From an optimization exercise on the open Yosys and OpenROAD flow, aimed at small area; shortcuts taken in it are not production practice. Only simulation tests tie the RTL to the original design; equivalence was not proved. The flow treats the clock pin as an ideal source. Dropping or thinning the clock tree relies on that and would not hold on a real chip.

// Lab1Top
module Lab1Top(clk, sw, ledr, ledg, seg7_out);
  input         clk;
  input  [17:0] sw;
  output [17:0] ledr;
  output [8:0]  ledg;
  output [39:0] seg7_out;
  reg [14:0] s1;
  always @(posedge clk) s1 <= {sw[17:6], sw[2:0]};
  wire [5:0] a = s1[14:9];
  wire [5:0] b = s1[8:3];
  wire show = s1[2];
  wire [1:0] op = s1[1:0];
  wire n170 = b[0] ^ op[0];
  wire n171 = a[0] ^ n170 ^ op[0];
  wire n172 = (a[0] & n170) | (a[0] & op[0]) | (n170 & op[0]);
  wire n173 = b[1] ^ op[0];
  wire n174 = a[1] ^ n173 ^ n172;
  wire n175 = (a[1] & n173) | (a[1] & n172) | (n173 & n172);
  wire n176 = b[2] ^ op[0];
  wire n177 = a[2] ^ n176 ^ n175;
  wire n178 = (a[2] & n176) | (a[2] & n175) | (n176 & n175);
  wire n179 = b[3] ^ op[0];
  wire n180 = a[3] ^ n179 ^ n178;
  wire n181 = (a[3] & n179) | (a[3] & n178) | (n179 & n178);
  wire n182 = b[4] ^ op[0];
  wire n183 = a[4] ^ n182 ^ n181;
  wire n184 = (a[4] & n182) | (a[4] & n181) | (n182 & n181);
  wire n185 = b[5] ^ op[0];
  wire n186 = a[5] ^ n185 ^ n184;
  wire [5:0] s = {n186, n183, n180, n177, n174, n171};
  wire bs = b[5] ^ (op[0] & (|b[4:0]));
  wire ovf = ~op[1] & ~(a[5] ^ bs) & (s[5] ^ a[5]);
  wire n1 = a[0] & b[0];
  ...
Size: roughly 490 cells after synthesis, ~40 flip-flops.
export LEC_CHECK = 0
export CAP_MARGIN = 20
export CORE_MARGIN = 2
export CORE_UTILIZATION = 40
export SLEW_MARGIN = 20
create_clock -name core_clock -period 18.0 [get_ports {clk}]
standard.sh (not shown) runs the stock make flow with config.mk's settings and CLKGATE_MAP_FILE= SYNTH_SCRIPT=/design/flow/synth_recipe.tcl, a recipe that flattens the netlist after the stock synthesis.
==> flow/flow/run.sh <==
#!/bin/bash
# The standard ORFS layout (standard.sh) with these changes to how the
# layout is made:
# - synthesis runs the standard synthesis script, but Yosys's abc step uses
#   the area-oriented ABC script flow/area.abc, and half adders are left to
#   abc (the ha cells are added to DONT_USE_CELLS);
# - port buffers are buf_1 cells;
# - the clock tree uses small clock buffers and no dummy loads;
# - constant outputs share the synthesized tie cells.
# make's output goes to make_flow.log here; each step's log is in orfs/logs/.
set -euo pipefail
W=$PWD
sed "s#@ABC@#$W/flow/area.abc#; s#@FLOW_SYNTH@#$W/synth_recipe.tcl#" flow/synth.tcl.in > my_synth.tcl
sed "s#SYNTH_SCRIPT=[^ ]*#SYNTH_SCRIPT=$W/my_synth.tcl#" standard.sh > my_standard.sh
grep -q "SYNTH_SCRIPT=$W/my_synth.tcl" my_standard.sh
PLATFORM_DONT_USE=$(make -s -C "$FLOW_HOME" DESIGN_CONFIG="$W/config.mk" print-DONT_USE_CELLS | sed -n 's/^DONT_USE_CELLS: *//p')
echo "$PLATFORM_DONT_USE" | grep -q probe_p_8
export BUFFER_PORTS_ARGS="-buffer_cell sky130_fd_sc_hd__buf_1"
export CTS_ARGS="-sink_clustering_enable -sink_clustering_size 40 -sink_clustering_max_diameter 300 -sink_buffer_max_cap_derate 1.0 -repair_clock_nets -buf_list {sky130_fd_sc_hd__clkbuf_4 sky130_fd_sc_hd__clkbuf_8} -dont_use_dummy_load"
export SKIP_REPAIR_TIE_FANOUT=1
bash my_standard.sh "DONT_USE_CELLS=$PLATFORM_DONT_USE sky130_fd_sc_hd__ha_1 sky130_fd_sc_hd__ha_2 sky130_fd_sc_hd__ha_4" finish > make_flow.log 2>&1
==> flow/flow/area.abc <==
strash
&get -n
&deepsyn -T 30
&put
dch -f
amap
topo
==> flow/flow/synth.tcl.in <==
# The standard synthesis (synth_recipe.tcl), with Yosys's abc step given the
# area-oriented script @ABC@ in place of the one ORFS picks.
proc abc {args} {
  set i [lsearch -exact $args -script]
  if { $i >= 0 } { lset args [expr { $i + 1 }] @ABC@ }
  yosys abc {*}$args
}
source @FLOW_SYNTH@
Edit:
==> flow/flow/run.sh (replaced) <==
#!/bin/bash
# Standard ORFS layout, with three changes to how the layout is made:
# port buffers are buf_1 cells, the clock tree uses small clock buffers
# without dummy loads, and constant outputs share the synthesized tie cells.
set -euo pipefail
export BUFFER_PORTS_ARGS="-buffer_cell sky130_fd_sc_hd__buf_1"
export CTS_ARGS="-sink_clustering_enable -repair_clock_nets -buf_list {sky130_fd_sc_hd__clkbuf_2 sky130_fd_sc_hd__clkbuf_4 sky130_fd_sc_hd__clkbuf_8} -dont_use_dummy_load"
export SKIP_REPAIR_TIE_FANOUT=1
bash standard.sh > make_flow.log 2>&1
removed: flow/flow/area.abc
removed: flow/flow/synth.tcl.in
After rerunning: Global-route usage shrinks by 0.79 points; cell count grows by about 33%; flip-flop and latch count is unchanged; core utilization shrinks by 1.4 points; count of clock-buffer cells in the layout does not change; die area grows by about 50%; cell area grows by about 47%.
Edit:
==> flow/flow/run.sh (replaced) <==
#!/bin/bash
# The standard ORFS layout (standard.sh) with these changes to how the
# layout is made:
# - synthesis runs the standard synthesis script, but Yosys's abc step uses
#   the area-oriented ABC script flow/area.abc, and half adders are left to
#   abc (the ha cells are added to DONT_USE_CELLS);
# - port buffers are buf_1 cells;
# - the clock tree uses small clock buffers and no dummy loads;
# - constant outputs share the synthesized tie cells.
# make's output goes to make_flow.log here; each step's log is in orfs/logs/.
set -euo pipefail
W=$PWD
sed "s#@ABC@#$W/flow/area.abc#; s#@FLOW_SYNTH@#$W/synth_recipe.tcl#" flow/synth.tcl.in > my_synth.tcl
sed "s#SYNTH_SCRIPT=[^ ]*#SYNTH_SCRIPT=$W/my_synth.tcl#" standard.sh > my_standard.sh
grep -q "SYNTH_SCRIPT=$W/my_synth.tcl" my_standard.sh
PLATFORM_DONT_USE=$(make -s -C "$FLOW_HOME" DESIGN_CONFIG="$W/config.mk" print-DONT_USE_CELLS | sed -n 's/^DONT_USE_CELLS: *//p')
echo "$PLATFORM_DONT_USE" | grep -q probe_p_8
export BUFFER_PORTS_ARGS="-buffer_cell sky130_fd_sc_hd__buf_1"
export CTS_ARGS="-sink_clustering_enable -sink_clustering_size 40 -sink_clustering_max_diameter 200 -repair_clock_nets -buf_list {sky130_fd_sc_hd__clkbuf_4 sky130_fd_sc_hd__clkbuf_8} -dont_use_dummy_load"
export SKIP_REPAIR_TIE_FANOUT=1
bash my_standard.sh "DONT_USE_CELLS=$PLATFORM_DONT_USE sky130_fd_sc_hd__ha_1 sky130_fd_sc_hd__ha_2 sky130_fd_sc_hd__ha_4" finish > make_flow.log 2>&1
==> flow/flow/area.abc (new file) <==
strash
&get -n
&deepsyn -T 30
&put
dch -f
amap
topo
==> flow/flow/synth.tcl.in (new file) <==
# The standard synthesis (synth_recipe.tcl), with Yosys's abc step given the
# area-oriented script @ABC@ in place of the one ORFS picks.
proc abc {args} {
  set i [lsearch -exact $args -script]
  if { $i >= 0 } { lset args [expr { $i + 1 }] @ABC@ }
  yosys abc {*}$args
}
source @FLOW_SYNTH@
After rerunning: Design area came out lower by 31%; global-route usage grows by 0.85 points; register-to-register slack is worse by 960 ps; first-iteration DRC count drops by 51%; critical path depth climbs by 14; cell count goes down by 25%; hold slack got worse by 110 ps; non-clock buffer count is lower by 2; routed wire length came out lower by 31%.
Edit:
==> flow/run.sh (new file) <==
#!/bin/bash
# synth_recipe.tcl (not shown) runs the flow's synth.tcl, then flattens the netlist and writes it again
# the make line also repeats each setting of config.mk as NAME=value (left out here)
make -C /OpenROAD-flow-scripts/flow DESIGN_CONFIG=/design/flow/config.mk WORK_HOME=/design/flow/orfs CLKGATE_MAP_FILE= SYNTH_SCRIPT=/design/flow/synth_recipe.tcl finish
removed: flow/flow/run.sh
removed: flow/flow/area.abc
removed: flow/flow/synth.tcl.in
removed: flow/standard.sh
Outcome: The changed run produced a clean layout. Critical path depth falls by 14. Die area rises by about 50%.


job 101:
Another version of the RTL of Lab1Top (not shown whole).
For scale: about 40 flip-flops, ~86 I/O pins, roughly 0.0035 mm² of cells after synthesis.
Settings: LEC_CHECK=0, CAP_MARGIN=20, CORE_MARGIN=2, CORE_UTILIZATION=40, SLEW_MARGIN=20; clock period 18.0 ns.
==> flow/flow/run.sh <==
#!/bin/bash
# The standard ORFS layout (standard.sh) with these changes to how the
# layout is made:
# - synthesis runs the standard synthesis script, but Yosys's abc step uses
#   the area-oriented ABC script flow/area.abc, and half and full adders are left to
#   abc (the ha and fa cells are added to DONT_USE_CELLS);
# - port buffers are buf_1 cells;
# - the clock tree is one level of clock buffers, one per group of nearby
#   registers
#   (flow/pre_cts.tcl, run before the CTS step, which it then skips);
# - constant outputs share the synthesized tie cells.
# make's output goes to make_flow.log here; each step's log is in orfs/logs/.
set -euo pipefail
W=$PWD
sed "s#@ABC@#$W/flow/area.abc#; s#@FLOW_SYNTH@#$W/synth_recipe.tcl#" flow/synth.tcl.in > my_synth.tcl
sed "s#SYNTH_SCRIPT=[^ ]*#SYNTH_SCRIPT=$W/my_synth.tcl#" standard.sh > my_standard.sh
grep -q "SYNTH_SCRIPT=$W/my_synth.tcl" my_standard.sh
PLATFORM_DONT_USE=$(make -s -C "$FLOW_HOME" DESIGN_CONFIG="$W/config.mk" print-DONT_USE_CELLS | sed -n 's/^DONT_USE_CELLS: *//p')
echo "$PLATFORM_DONT_USE" | grep -q probe_p_8
export BUFFER_PORTS_ARGS="-buffer_cell sky130_fd_sc_hd__buf_1"
export PRE_CTS_TCL=$W/flow/pre_cts.tcl
export CLOCK_BUFFER_CELL=${CLOCK_BUFFER_CELL:-sky130_fd_sc_hd__clkbuf_4}
export CLOCK_CLUSTERS=${CLOCK_CLUSTERS:-4}
export SKIP_REPAIR_TIE_FANOUT=1
bash my_standard.sh "DONT_USE_CELLS=$PLATFORM_DONT_USE sky130_fd_sc_hd__ha_1 sky130_fd_sc_hd__ha_2 sky130_fd_sc_hd__ha_4 sky130_fd_sc_hd__fa_1 sky130_fd_sc_hd__fa_2 sky130_fd_sc_hd__fa_4" finish > make_flow.log 2>&1
==> flow/flow/area.abc <==
strash
&get -n
&deepsyn -T 30
&put
dch -f
amap
topo
==> flow/flow/pre_cts.tcl <==
# Clock tree: the registers are split into CLOCK_CLUSTERS groups by position
# (k-means); one clock buffer (CLOCK_BUFFER_CELL), placed at the centre of its
# group, drives each group, and the clock port drives only these buffers.
# The standard CTS command is then skipped.
set block [ord::get_db_block]
set k $::env(CLOCK_CLUSTERS)
set regs {}
foreach inst [$block getInsts] {
  if { [string match "*dfxtp*" [[$inst getMaster] getName]] } {
    set box [$inst getBBox]
    lappend regs [list $inst [expr { ([$box xMin] + [$box xMax]) / 2.0 }] \
      [expr { ([$box yMin] + [$box yMax]) / 2.0 }]]
  }
}
# k-means, started from registers spread along the sorted x order
set sorted [lsort -real -index 1 $regs]
set n [llength $sorted]
set centres {}
for { set i 0 } { $i < $k } { incr i } {
  set r [lindex $sorted [expr { int(($i + 0.5) * $n / $k) }]]
  lappend centres [list [lindex $r 1] [lindex $r 2]]
}
for { set iter 0 } { $iter < 50 } { incr iter } {
  set groups [lrepeat $k {}]
  foreach r $regs {
    set best 0
    set bd 1e30
    for { set i 0 } { $i < $k } { incr i } {
      lassign [lindex $centres $i] cx cy
      set d [expr { abs([lindex $r 1] - $cx) + abs([lindex $r 2] - $cy) }]
      if { $d < $bd } { set bd $d; set best $i }
    }
    lset groups $best [concat [lindex $groups $best] [list $r]]
  }
  set new {}
  for { set i 0 } { $i < $k } { incr i } {
    set g [lindex $groups $i]
    if { [llength $g] == 0 } { lappend new [lindex $centres $i]; continue }
    set sx 0.0
    set sy 0.0
    foreach r $g { set sx [expr { $sx + [lindex $r 1] }]; set sy [expr { $sy + [lindex $r 2] }] }
    lappend new [list [expr { $sx / [llength $g] }] [expr { $sy / [llength $g] }]]
  }
  set centres $new
}
set dbu [$block getDefUnits]
set clk [$block findNet clk]
for { set i 0 } { $i < $k } { incr i } {
  set g [lindex $groups $i]
  if { [llength $g] == 0 } { continue }
  set pins {}
  foreach r $g { lappend pins [get_pins -of_objects [get_cells [[lindex $r 0] getName]] -filter "name == CLK"] }
  lassign [lindex $centres $i] cx cy
  puts "Clock buffer $i for [llength $g] registers at ([expr { $cx / $dbu }], [expr { $cy / $dbu }])"
  insert_buffer -buffer_cell $::env(CLOCK_BUFFER_CELL) -net clk -load_pins $pins \
    -buffer_name clkbuf_regs_$i -net_name clk_regs_$i \
    -location [list [expr { $cx / $dbu }] [expr { $cy / $dbu }]]
}
foreach inst [$block getInsts] {
  if { [string match "clkbuf_regs_*" [$inst getName]] } {
    foreach it [$inst getITerms] {
      if { [$it getNet] != "NULL" && [[$it getNet] getName] ni {VPWR VGND} } {
        [$it getNet] setSigType CLOCK
      }
    }
  }
}
proc clock_tree_synthesis { args } {
  puts "clock_tree_synthesis skipped: the clock buffers are already in place"
}
Other scripts of this flow, unchanged in this note and not shown: flow/flow/synth.tcl.in
Job 101 went all the way through synthesis, placement and routing and the layout is clean on timing, DRC and antenna.
The inputs of job 102 differ from those of job 101 as listed below.
diff --git a/flow/flow/run.sh b/flow/flow/run.sh
--- a/flow/flow/run.sh
+++ b/flow/flow/run.sh
@@ -22,2 +22,2 @@
-export CLOCK_BUFFER_CELL=${CLOCK_BUFFER_CELL:-sky130_fd_sc_hd__clkbuf_4}
-export CLOCK_CLUSTERS=${CLOCK_CLUSTERS:-4}
+export CLOCK_BUFFER_CELL=${CLOCK_BUFFER_CELL:-sky130_fd_sc_hd__clkbuf_8}
+export CLOCK_CLUSTERS=${CLOCK_CLUSTERS:-3}
==> flow/flow/area.abc <==
strash
dc2
&get -n
&deepsyn -T 30
&put
dch -f
amap
topo
Results
Multi-input combinational cell count, job 102 and job 101, higher one = job 101. Register share of the cell area: job 102 vs job 101 up 0.17 points. Highest clock rate: job 102 better than job 101. Summary of job 102 over job 101: synthesized area moved down, detail-routed via count per cell now sits at about the same level.
The following lists how job 103 was set up differently from job 102:
==> flow/flow/area.abc <==
strash
&get -n
&deepsyn -T 30
&put
dch -f
amap
topo
==> comparison <==
Diff job 103..job 102 | hold violation total from the final report | unchanged
On starting density of the core, job 102 tracks job 103 almost exactly.
When job 103 is set beside job 102, its length of routed wiring on met1 turns out to be about 4% smaller.
Relative to job 102, pre-CTS setup slack has gone down in job 103.
After detailed routing, job 102 needs more wire than job 103.
Diff job 102 -> job 103 | post-synth design cell area | increase of about 0.9%
No run of this note takes its clock network from TritonCTS; it comes from the design's own scripts or RTL.


== main ==
RTL: one of the versions met above, not the one the previous note started from.
For scale: ~490 cells after synthesis, about 40 flip-flops, about 86 I/O pins, about 3600 µm² of cells after synthesis.
Settings: LEC_CHECK=0, CAP_MARGIN=20, CORE_MARGIN=2, CORE_UTILIZATION=40, SLEW_MARGIN=20; clock period 18.0 ns.
==> flow/flow/run.sh <==
#!/bin/bash
# The standard ORFS layout (standard.sh) with these changes to how the
# layout is made:
# - synthesis runs the standard synthesis script, but Yosys's abc step uses
#   the area-oriented ABC script flow/area.abc, and half adders are left to
#   abc (the ha cells are added to DONT_USE_CELLS);
# - port buffers are buf_1 cells;
# - the clock tree uses small clock buffers and no dummy loads;
# - constant outputs share the synthesized tie cells.
# make's output goes to make_flow.log here; each step's log is in orfs/logs/.
set -euo pipefail
W=$PWD
sed "s#@ABC@#$W/flow/area.abc#; s#@FLOW_SYNTH@#$W/synth_recipe.tcl#" flow/synth.tcl.in > my_synth.tcl
sed "s#SYNTH_SCRIPT=[^ ]*#SYNTH_SCRIPT=$W/my_synth.tcl#" standard.sh > my_standard.sh
grep -q "SYNTH_SCRIPT=$W/my_synth.tcl" my_standard.sh
PLATFORM_DONT_USE=$(make -s -C "$FLOW_HOME" DESIGN_CONFIG="$W/config.mk" print-DONT_USE_CELLS | sed -n 's/^DONT_USE_CELLS: *//p')
echo "$PLATFORM_DONT_USE" | grep -q probe_p_8
export BUFFER_PORTS_ARGS="-buffer_cell sky130_fd_sc_hd__buf_1"
export CTS_ARGS="-sink_clustering_enable -repair_clock_nets -buf_list {sky130_fd_sc_hd__clkbuf_2 sky130_fd_sc_hd__clkbuf_4 sky130_fd_sc_hd__clkbuf_8} -dont_use_dummy_load"
export SKIP_REPAIR_TIE_FANOUT=1
bash my_standard.sh "DONT_USE_CELLS=$PLATFORM_DONT_USE sky130_fd_sc_hd__ha_1 sky130_fd_sc_hd__ha_2 sky130_fd_sc_hd__ha_4" finish > make_flow.log 2>&1
==> flow/flow/area.abc <==
strash
&get -n
&deepsyn -T 30
&put
dch -f
amap
topo
==> flow/flow/synth.tcl.in <==
# The standard synthesis (synth_recipe.tcl), with Yosys's abc step given the
# area-oriented script @ABC@ in place of the one ORFS picks.
proc abc {args} {
  set i [lsearch -exact $args -script]
  if { $i >= 0 } { lset args [expr { $i + 1 }] @ABC@ }
  yosys abc {*}$args
}
source @FLOW_SYNTH@
main finished end to end and its layout was clean on timing, DRC and antenna.
diff inputs: main => the feature branch
diff --git a/flow/flow/run.sh b/flow/flow/run.sh
--- a/flow/flow/run.sh
+++ b/flow/flow/run.sh
@@ -19 +19 @@
-export CTS_ARGS="-sink_clustering_enable -repair_clock_nets -buf_list {sky130_fd_sc_hd__clkbuf_2 sky130_fd_sc_hd__clkbuf_4 sky130_fd_sc_hd__clkbuf_8} -dont_use_dummy_load"
+export CTS_ARGS="-repair_clock_nets -buf_list {sky130_fd_sc_hd__clkbuf_4} -dont_use_dummy_load"
--- outcome ---
The feature branch: all stages complete, timing, DRC and antenna checks passed. Changes observed in the feature branch relative to main: utilization has decreased; fraction of area in multi-input gates now larger; final worst-path setup slack went up 63 ps; fmax grew by about 0.54%.

static timing again, ports no longer ideal:
How much do the figures lean on ideal ports? The routed layouts below were timed once more, with nothing changed but the port constraints. Step 1 sets driving cells, clkbuf_16 on the clock port and buf_2 on the other inputs (assumed; they add their load-dependent delay and slew). Step 2 moves the port delays by t, midway between the first and last clock arrival at a register: inputs arrive t later, outputs are due t later. That takes back most of the time a late clock gives input paths. a / b / c = ideal / step 1 / step 2; a / b = the first two.
run | t, ns | setup WS [ns] | hold WS [ns] | worst setup path at the end | clock arrival spread, ns
the first run of note 1 | 0.368 | 6.470 / 6.470 / 6.470 | 0.613 / 0.613 / 0.613 | register to register | 0.026 / 0.025
the second run of note 1 | 0.312 | 7.372 / 7.372 / 7.372 | 0.715 / 0.715 / 0.715 | register to register | 0.020 / 0.020
the third run of note 1 | 0.318 | 6.407 / 6.407 / 6.407 | 0.605 / 0.605 / 0.605 | register to register | 0.013 / 0.013
the fourth run of note 1 | 0.316 | 7.249 / 7.249 / 7.249 | 0.689 / 0.689 / 0.689 | register to register | 0.007 / 0.007
job 101 | 0.210 | 6.452 / 6.399 / 6.609 | 0.565 / 0.565 / 0.565 | register to output | 0.022 / 0.022
job 102 | 0.198 | 7.180 / 7.124 / 7.321 | 0.634 / 0.634 / 0.634 | register to output | 0.027 / 0.027
job 103 | 0.199 | 6.473 / 6.415 / 6.614 | 0.577 / 0.577 / 0.577 | register to output | 0.023 / 0.023
main | 0.318 | 6.407 / 6.407 / 6.407 | 0.605 / 0.605 / 0.605 | register to register | 0.013 / 0.013
the feature branch | 0.368 | 6.470 / 6.470 / 6.470 | 0.613 / 0.613 / 0.613 | register to register | 0.026 / 0.025
After both steps every run listed still meets setup and hold.
